Source: an optimization exercise on an open RTL-to-GDS flow (aim: small area, a short achievable clock period and few clock cycles per item). Production flows keep margins and buffers that such runs may drop. Where RTL was checked, it was by simulation tests only, not by an equivalence proof against the original. The clock port is modelled as an ideal driver; clocking choices that lean on that would not hold on a real chip. Power figures rest on the tool's default switching activity, not on a simulated workload.

==> nickel: inputs <==
## tick_pipeline
module tick_pipeline(
  clk, rst, in_valid, in_price, out_valid, out_signal, fast_dbg, slow_dbg
);
  parameter FAST_ALPHA_SH = 1;
  parameter SLOW_ALPHA_SH = 6;
  input clk;
  input rst;
  input in_valid;
  input  [31:0] in_price;
  output        out_valid;
  output [1:0]  out_signal;
  output [31:0] fast_dbg;
  output [31:0] slow_dbg;
  reg        seeded;
  reg        tick_upd, tick_ld;
  reg [31:0] tick_x;
  wire accept = in_valid & ~rst;
  wire seen   = seeded | tick_upd | tick_ld;
  always @(posedge clk) begin
    tick_upd <= accept & seen;
    tick_ld  <= accept & ~seen;
    tick_x   <= in_price;
    seeded   <= ~rst & seen;
  end
  reg out_valid_r;
  reg [1:0] signal_r;
  wire [31:0] fast_avg, slow_avg;
  ma_core_ema #(.ALPHA_SH(FAST_ALPHA_SH)) u_fast (
    .clk(clk), .upd(tick_upd), .ld(tick_ld),
    .in_price(tick_x), .out_avg(fast_avg)
  );
  ma_core_ema #(.ALPHA_SH(SLOW_ALPHA_SH)) u_slow (
    .clk(clk), .upd(tick_upd), .ld(tick_ld),
    .in_price(tick_x), .out_avg(slow_avg)
  );
  always @(posedge clk) begin
    out_valid_r <= (tick_upd | tick_ld) & ~rst;
    if (!tick_upd)
      signal_r <= 2'b00;
    else if (fast_avg > slow_avg)
      signal_r <= 2'b01;
    else if (fast_avg < slow_avg)
      signal_r <= 2'b11;
    else
      signal_r <= 2'b00;
  end
  assign out_valid  = out_valid_r;
  assign out_signal = signal_r;
  assign fast_dbg   = fast_avg;
  assign slow_dbg   = slow_avg;
endmodule
export LEC_CHECK = 0
export CAP_MARGIN = 20
export CORE_MARGIN = 2
export CORE_UTILIZATION = 65
export CTS_BUF_LIST = sky130_fd_sc_hd__clkbuf_4 sky130_fd_sc_hd__clkbuf_8
export SETUP_SLACK_MARGIN = 2.3
export SLEW_MARGIN = 20
create_clock -name core_clock -period 5.5 [get_ports {clk}]
standard.sh (not shown) runs the stock make flow with config.mk's settings and CLKGATE_MAP_FILE= SYNTH_SCRIPT=/design/flow/synth_recipe.tcl, a recipe that flattens the netlist after the stock synthesis.
==> flow/flow/run.sh <==
#!/bin/bash
# The standard layout (standard.sh), with small port buffers, and a post-CTS
# hook (flow/skew.tcl) that clocks the input-stage registers from their own
# clock buffer ahead of the tree's leaves.
set -euo pipefail
bash standard.sh "BUFFER_PORTS_ARGS=-buffer_cell sky130_fd_sc_hd__buf_1" \
  "POST_CTS_TCL=$(pwd)/flow/skew.tcl" finish > flow.log 2>&1
==> flow/flow/skew.tcl <==
# Post-CTS hook: clock the input-stage registers (the registered tick and its
# mode: tick_x, tick_upd, tick_ld, seeded) from two clock buffers of their own on the
# clock port, ahead of the tree's leaves. Their inputs come from the ports,
# where slack is ample; their outputs feed only the EMA registers inside the
# design, whose paths from them gain the time. Then repair timing again.
set block [ord::get_db_block]
set db [ord::get_db]
set master [$db findMaster sky130_fd_sc_hd__clkbuf_16]
set clknet [$block findNet clk]
if { $clknet == "NULL" } { error "skew.tcl: no clk net" }

set flops {}
foreach inst [$block getInsts] {
  set name [$inst getName]
  if { [regexp {^(tick_x|tick_upd|tick_ld|seeded)\M} $name] } {
    lappend flops $inst
  }
}
puts "skew.tcl: [llength $flops] input-stage registers"
if { [llength $flops] == 0 } { error "skew.tcl: no input-stage registers found" }

# two buffers, each for the registers on one side of the group, placed at
# their centroid; detailed placement legalizes them
set sorted [lsort -command {apply {{a b} {
  expr { [lindex [$a getLocation] 0] - [lindex [$b getLocation] 0] }
}}} $flops]
set half [expr { ([llength $sorted] + 1) / 2 }]
set groups [list [lrange $sorted 0 [expr { $half - 1 }]] [lrange $sorted $half end]]
set k 0
foreach grp $groups {
  set sx 0
  set sy 0
  foreach f $grp {
    set loc [$f getLocation]
    set sx [expr { $sx + [lindex $loc 0] }]
    set sy [expr { $sy + [lindex $loc 1] }]
  }
  set n [llength $grp]
  set buf [odb::dbInst_create $block $master clkbuf_early_$k]
  $buf setLocation [expr { int($sx / $n) }] [expr { int($sy / $n) }]
  $buf setPlacementStatus PLACED
  set early [odb::dbNet_create $block clknet_early_$k]
  $early setSigType CLOCK
  [$buf findITerm A] connect $clknet
  [$buf findITerm X] connect $early
  foreach f $grp {
    set it [$f findITerm CLK]
    $it disconnect
    $it connect $early
  }
  incr k
}
global_connect

detailed_placement
check_placement -verbose
estimate_parasitics -placement
report_clock_skew
repair_timing_helper
detailed_placement
check_placement -verbose
==> inputs of maple, as changes to nickel <==
==> flow/flow/run.sh (replaced) <==
#!/bin/bash
set -euo pipefail
bash standard.sh "BUFFER_PORTS_ARGS=-buffer_cell sky130_fd_sc_hd__buf_2" finish > flow.log 2>&1
- ABC_CLOCK_PERIOD_IN_PS: unset -> 2500
- CORE_UTILIZATION: 65 -> 40
- CTS_BUF_LIST: sky130_fd_sc_hd__clkbuf_4 sky130_fd_sc_hd__clkbuf_8 -> unset
- SETUP_SLACK_MARGIN: 2.3 -> 2.5
removed: flow/flow/skew.tcl
==> comparison <==
In maple the critical path depth is higher than in nickel, by 2. nickel finished with timing, DRC and antenna clean. maple finished clean. Sequential power is about the same in maple and nickel. Between maple and nickel, the lower combinational power is in nickel (gap 17%, measured against nickel). Between maple and nickel, the lower first-iteration DRC count is in maple (gap 44%, measured against nickel). Of maple and nickel, maple has the higher hold slack (gap 0.026 ns). In maple the wire length is higher than in nickel, by 13%.
Testbench counts of nickel, summed over its fixed seeds: cycles 32,016, items 32,000.
Testbench counts of maple, summed over its fixed seeds: cycles 32,016, items 32,000.

==> yarrow <==
Starting RTL as in the previous note.
==> module tick_pipeline, before the edit <==
module tick_pipeline(
  clk, rst, in_valid, in_price, out_valid, out_signal, fast_dbg, slow_dbg
);
  parameter FAST_ALPHA_SH = 1;
  parameter SLOW_ALPHA_SH = 6;
  input clk;
  input rst;
  input in_valid;
  input  [31:0] in_price;
  output        out_valid;
  output [1:0]  out_signal;
  output [31:0] fast_dbg;
  output [31:0] slow_dbg;
  reg        seeded;
  reg        tick_upd, tick_ld;
  reg [31:0] tick_x;
  wire accept = in_valid & ~rst;
  wire seen   = seeded | tick_upd | tick_ld;
  always @(posedge clk) begin
    tick_upd <= accept & seen;
    tick_ld  <= accept & ~seen;
    tick_x   <= in_price;
    seeded   <= ~rst & seen;
  end
  reg out_valid_r;
  reg [1:0] signal_r;
  wire [31:0] fast_avg, slow_avg;
  ma_core_ema #(.ALPHA_SH(FAST_ALPHA_SH)) u_fast (
    .clk(clk), .upd(tick_upd), .ld(tick_ld),
    .in_price(tick_x), .out_avg(fast_avg)
  );
  ma_core_ema #(.ALPHA_SH(SLOW_ALPHA_SH)) u_slow (
    .clk(clk), .upd(tick_upd), .ld(tick_ld),
    .in_price(tick_x), .out_avg(slow_avg)
  );
  always @(posedge clk) begin
    out_valid_r <= (tick_upd | tick_ld) & ~rst;
    if (!tick_upd)
      signal_r <= 2'b00;
    else if (fast_avg > slow_avg)
      signal_r <= 2'b01;
    else if (fast_avg < slow_avg)
      signal_r <= 2'b11;
    else
      signal_r <= 2'b00;
  end
  assign out_valid  = out_valid_r;
  assign out_signal = signal_r;
  assign fast_dbg   = fast_avg;
  assign slow_dbg   = slow_avg;
endmodule
==> flow/config.mk <==
export PLATFORM = sky130hd
export DESIGN_NAME = tick_pipeline
export DESIGN_NICKNAME = tick_pipeline
export VERILOG_FILES = /design/flow/design.v
export SDC_FILE = /design/flow/constraint.sdc
export NUM_CORES = 4
export LEC_CHECK = 0
export CAP_MARGIN = 20
export CORE_MARGIN = 2
export CORE_UTILIZATION = 65
export CTS_BUF_LIST = sky130_fd_sc_hd__clkbuf_4 sky130_fd_sc_hd__clkbuf_8
export SETUP_SLACK_MARGIN = 2.0
export SLEW_MARGIN = 20
==> flow/constraint.sdc <==
create_clock -name core_clock -period 5.5 [get_ports {clk}]
set_input_delay 1.1000 -clock core_clock [delete_from_list [all_inputs] [get_ports {clk}]]
set_output_delay 1.1000 -clock core_clock [all_outputs]
set_load 0.01 [all_outputs]
==> flow/flow/run.sh <==
#!/bin/bash
# The standard layout (standard.sh), with small port buffers, and a post-CTS
# hook (flow/skew.tcl) that clocks the tick-mode registers from their own
# clock buffer ahead of the tree's leaves.
set -euo pipefail
bash standard.sh "BUFFER_PORTS_ARGS=-buffer_cell sky130_fd_sc_hd__buf_1" \
  "POST_CTS_TCL=$(pwd)/flow/skew.tcl" finish > flow.log 2>&1
==> flow/flow/skew.tcl <==
# Post-CTS hook: clock the registers of the tick's mode (tick_upd, tick_ld,
# seeded) from their own clock buffer on the clock port, ahead of the tree's
# leaves. Their inputs come from the ports, where slack is ample; their
# outputs feed only registers inside the design (the EMAs and out_valid),
# whose paths from them gain the time. Then repair timing again.
set block [ord::get_db_block]
set db [ord::get_db]
set master [$db findMaster sky130_fd_sc_hd__clkbuf_4]
set clknet [$block findNet clk]
if { $clknet == "NULL" } { error "skew.tcl: no clk net" }

set flops {}
foreach inst [$block getInsts] {
  set name [$inst getName]
  if { [regexp {^(tick_upd|tick_ld|seeded)\$} $name] } {
    lappend flops $inst
  }
}
puts "skew.tcl: [llength $flops] mode registers"
if { [llength $flops] == 0 } { error "skew.tcl: no mode registers found" }

# place the buffer at the registers' centroid; detailed placement legalizes it
set sx 0
set sy 0
foreach f $flops {
  set loc [$f getLocation]
  set sx [expr { $sx + [lindex $loc 0] }]
  set sy [expr { $sy + [lindex $loc 1] }]
}
set n [llength $flops]
set buf [odb::dbInst_create $block $master clkbuf_early]
$buf setLocation [expr { int($sx / $n) }] [expr { int($sy / $n) }]
$buf setPlacementStatus PLACED
set early [odb::dbNet_create $block clknet_early]
$early setSigType CLOCK
[$buf findITerm A] connect $clknet
[$buf findITerm X] connect $early
foreach f $flops {
  set it [$f findITerm CLK]
  $it disconnect
  $it connect $early
}
global_connect

detailed_placement
check_placement -verbose
estimate_parasitics -placement
report_clock_skew
repair_timing_helper
detailed_placement
check_placement -verbose
==> zinc: changes against yarrow <==
--- a/flow/design.v
+++ b/flow/design.v
@@ -44,15 +44,11 @@
   output [31:0] fast_dbg;
   output [31:0] slow_dbg;
-  reg        seeded;
-  reg        tick_upd, tick_ld;
-  reg [31:0] tick_x;
-  wire accept = in_valid & ~rst;
-  wire seen   = seeded | tick_upd | tick_ld;
-  always @(posedge clk) begin
-    tick_upd <= accept & seen;
-    tick_ld  <= accept & ~seen;
-    tick_x   <= in_price;
-    seeded   <= ~rst & seen;
-  end
+  reg seeded;
+  wire accept   = in_valid & ~rst;
+  wire tick_upd = accept & seeded;
+  wire tick_ld  = accept & ~seeded;
+  wire [31:0] tick_x = in_price;
+  always @(posedge clk)
+    seeded <= ~rst & (seeded | in_valid);
   reg out_valid_r;
   reg [1:0] signal_r;
==> flow/flow/run.sh (replaced) <==
#!/bin/bash
set -euo pipefail
bash standard.sh "BUFFER_PORTS_ARGS=-buffer_cell sky130_fd_sc_hd__buf_2" finish > flow.log 2>&1
==> flow/config.mk (replaced) <==
export PLATFORM = sky130hd
export DESIGN_NAME = tick_pipeline
export DESIGN_NICKNAME = tick_pipeline
export VERILOG_FILES = /design/flow/design.v
export SDC_FILE = /design/flow/constraint.sdc
export NUM_CORES = 4
export LEC_CHECK = 0
export ABC_CLOCK_PERIOD_IN_PS = 3500
export CAP_MARGIN = 20
export CORE_MARGIN = 2
export CORE_UTILIZATION = 40
export SETUP_SLACK_MARGIN = 1.5
export SLEW_MARGIN = 20
removed: flow/flow/skew.tcl
==> raven: changes against yarrow <==
--- a/flow/flow/skew.tcl
+++ b/flow/flow/skew.tcl
@@ -6,5 +6,5 @@
 set block [ord::get_db_block]
 set db [ord::get_db]
-set master [$db findMaster sky130_fd_sc_hd__clkbuf_4]
+set master [$db findMaster sky130_fd_sc_hd__clkbuf_16]
 set clknet [$block findNet clk]
 if { $clknet == "NULL" } { error "skew.tcl: no clk net" }
--- a/flow/config.mk
+++ b/flow/config.mk
@@ -8,5 +8,5 @@
 export CAP_MARGIN = 20
 export CORE_MARGIN = 2
-export CORE_UTILIZATION = 65
+export CORE_UTILIZATION = 80
 export CTS_BUF_LIST = sky130_fd_sc_hd__clkbuf_4 sky130_fd_sc_hd__clkbuf_8
 export SETUP_SLACK_MARGIN = 2.0
==> results by group <==
Run status
  – Status: complete, no violations

Global route
  – Maximum number of pins on one net before global-route repair: 33

Worst setup path
  – FF-to-FF path depth: 13
  – Critical path endpoint: u_slow.out_avg[28]
  – Data arrival at the endpoint of the critical path: 3.61 ns
  – Largest incremental delay on the critical path: 0.43 ns

Logic synthesis
  – Post-synthesis sequential area ratio: 0.254
  – Largest cells by area after synthesis: dfxtp_1, ha_1, fa_1
  – Adder and majority cell fraction of the synthesized area: 0.243
  – Post-synthesis cell count: 949

Timing
  – Worst max-slew margin expressed relative to the limit: 0.435

Layout
  – Multi-input combinational area share: 0.648
  – Most used cells in the layout excluding fill and tap cells: nand2_1, ha_1, buf_1

Clocking
  – Latest clock arrival within the worst-skew pair: 0.39 ns

Drt
  – Total number of vias: 7,150
Source of the figures above: yarrow

==> results by group <==
Worst setup path
  – Data arrival at the endpoint of the critical path: 4.21 ns
  – Largest incremental delay on the critical path: 0.48 ns

Logic synthesis
  – Share of Yosys cell area claimed by the top area cell type: 0.179
  – Post-synthesis sequential area ratio: 0.179
  – Adder and majority cell fraction of the synthesized area: 0.257

Drt
  – Number of nets with antenna violations after detailed routing: 0
  – Total number of vias: 7,405

Clocking
  – Latest clock arrival within the worst-skew pair: 0.35 ns

Run status
  – Status: complete, no violations

Timing
  – Worst max-slew margin expressed relative to the limit: 0.576

Layout
  – Most used cells in the layout excluding fill and tap cells: nand2_1, a21oi_1, buf_2
  – Multi-input combinational area share: 0.675

Global route
  – Maximum number of pins on one net before global-route repair: 61
Source of the figures above: zinc

==> results by group <==
Timing
  – Worst max-slew margin expressed relative to the limit: 0.411

Clocking
  – Latest clock arrival within the worst-skew pair: 0.41 ns

Logic synthesis
  – Post-synthesis sequential area ratio: 0.254
  – Adder and majority cell fraction of the synthesized area: 0.243
  – Largest cells by area after synthesis: dfxtp_1, ha_1, fa_1

Drt
  – Total number of vias: 8,134

Worst setup path
  – Data arrival at the endpoint of the critical path: 3.73 ns
  – Critical path endpoint: u_slow.out_avg[30]
  – Largest incremental delay on the critical path: 0.47 ns
  – FF-to-FF path depth: 13

Layout
  – NumNets Final: 1,213
  – Most used cells in the layout excluding fill and tap cells: nand2_1, ha_1, buf_1
  – Multi-input combinational area share: 0.647

Global route
  – Maximum number of pins on one net before global-route repair: 69

Run status
  – Status: complete, no violations
Source of the figures above: raven

Testbench counts of yarrow, summed over its fixed seeds: cycles 32,016, items 32,000.
Testbench counts of raven, summed over its fixed seeds: cycles 32,016, items 32,000.
No functional check of the RTL was part of zinc.

[what the ideal ports hide]
The results above use ideal ports. As a check the final layouts listed here were re-extracted and re-timed, cells and wires unchanged. Step 1, drivers: a clkbuf_16 drives clk and a buf_2 each remaining input, both assumed. Step 2, shift: input delay + t, output delay - t, t = (earliest + latest rising clock arrival at the registers) / 2. This alone moves slack from input paths to output paths. a / b / c = ideal / step 1 / step 2; a / b = the first two.
| run | t, ns | setup WS [ns] | clock arrival spread, ns | worst data-port slew with drivers (ns) | pins driven straight from the clock port |
|---|---|---|---|---|---|
| nickel | 0.333 | 2.403 / 2.403 / 2.403 | 0.245 / 0.245 | 0.04 | 3 |
| maple | 0.407 | 2.200 / 2.200 / 2.200 | 0.012 / 0.012 | 0.03 | 1 |
| yarrow | 0.296 | 2.180 / 2.180 / 2.180 | 0.282 / 0.282 | 0.08 | 2 |
| zinc | 0.389 | 1.572 / 1.576 / 1.187 | 0.012 / 0.012 | 0.05 | 1 |
| raven | 0.305 | 2.078 / 2.078 / 2.078 | 0.306 / 0.307 | 0.05 | 2 |
In raven the clock reaches the registers at very different times; t lies between them, and the last value is a rough guide only. For zinc, which loses most, drivers alone change the setup slack by +0.004 ns; drivers and shift together by -0.385 ns.
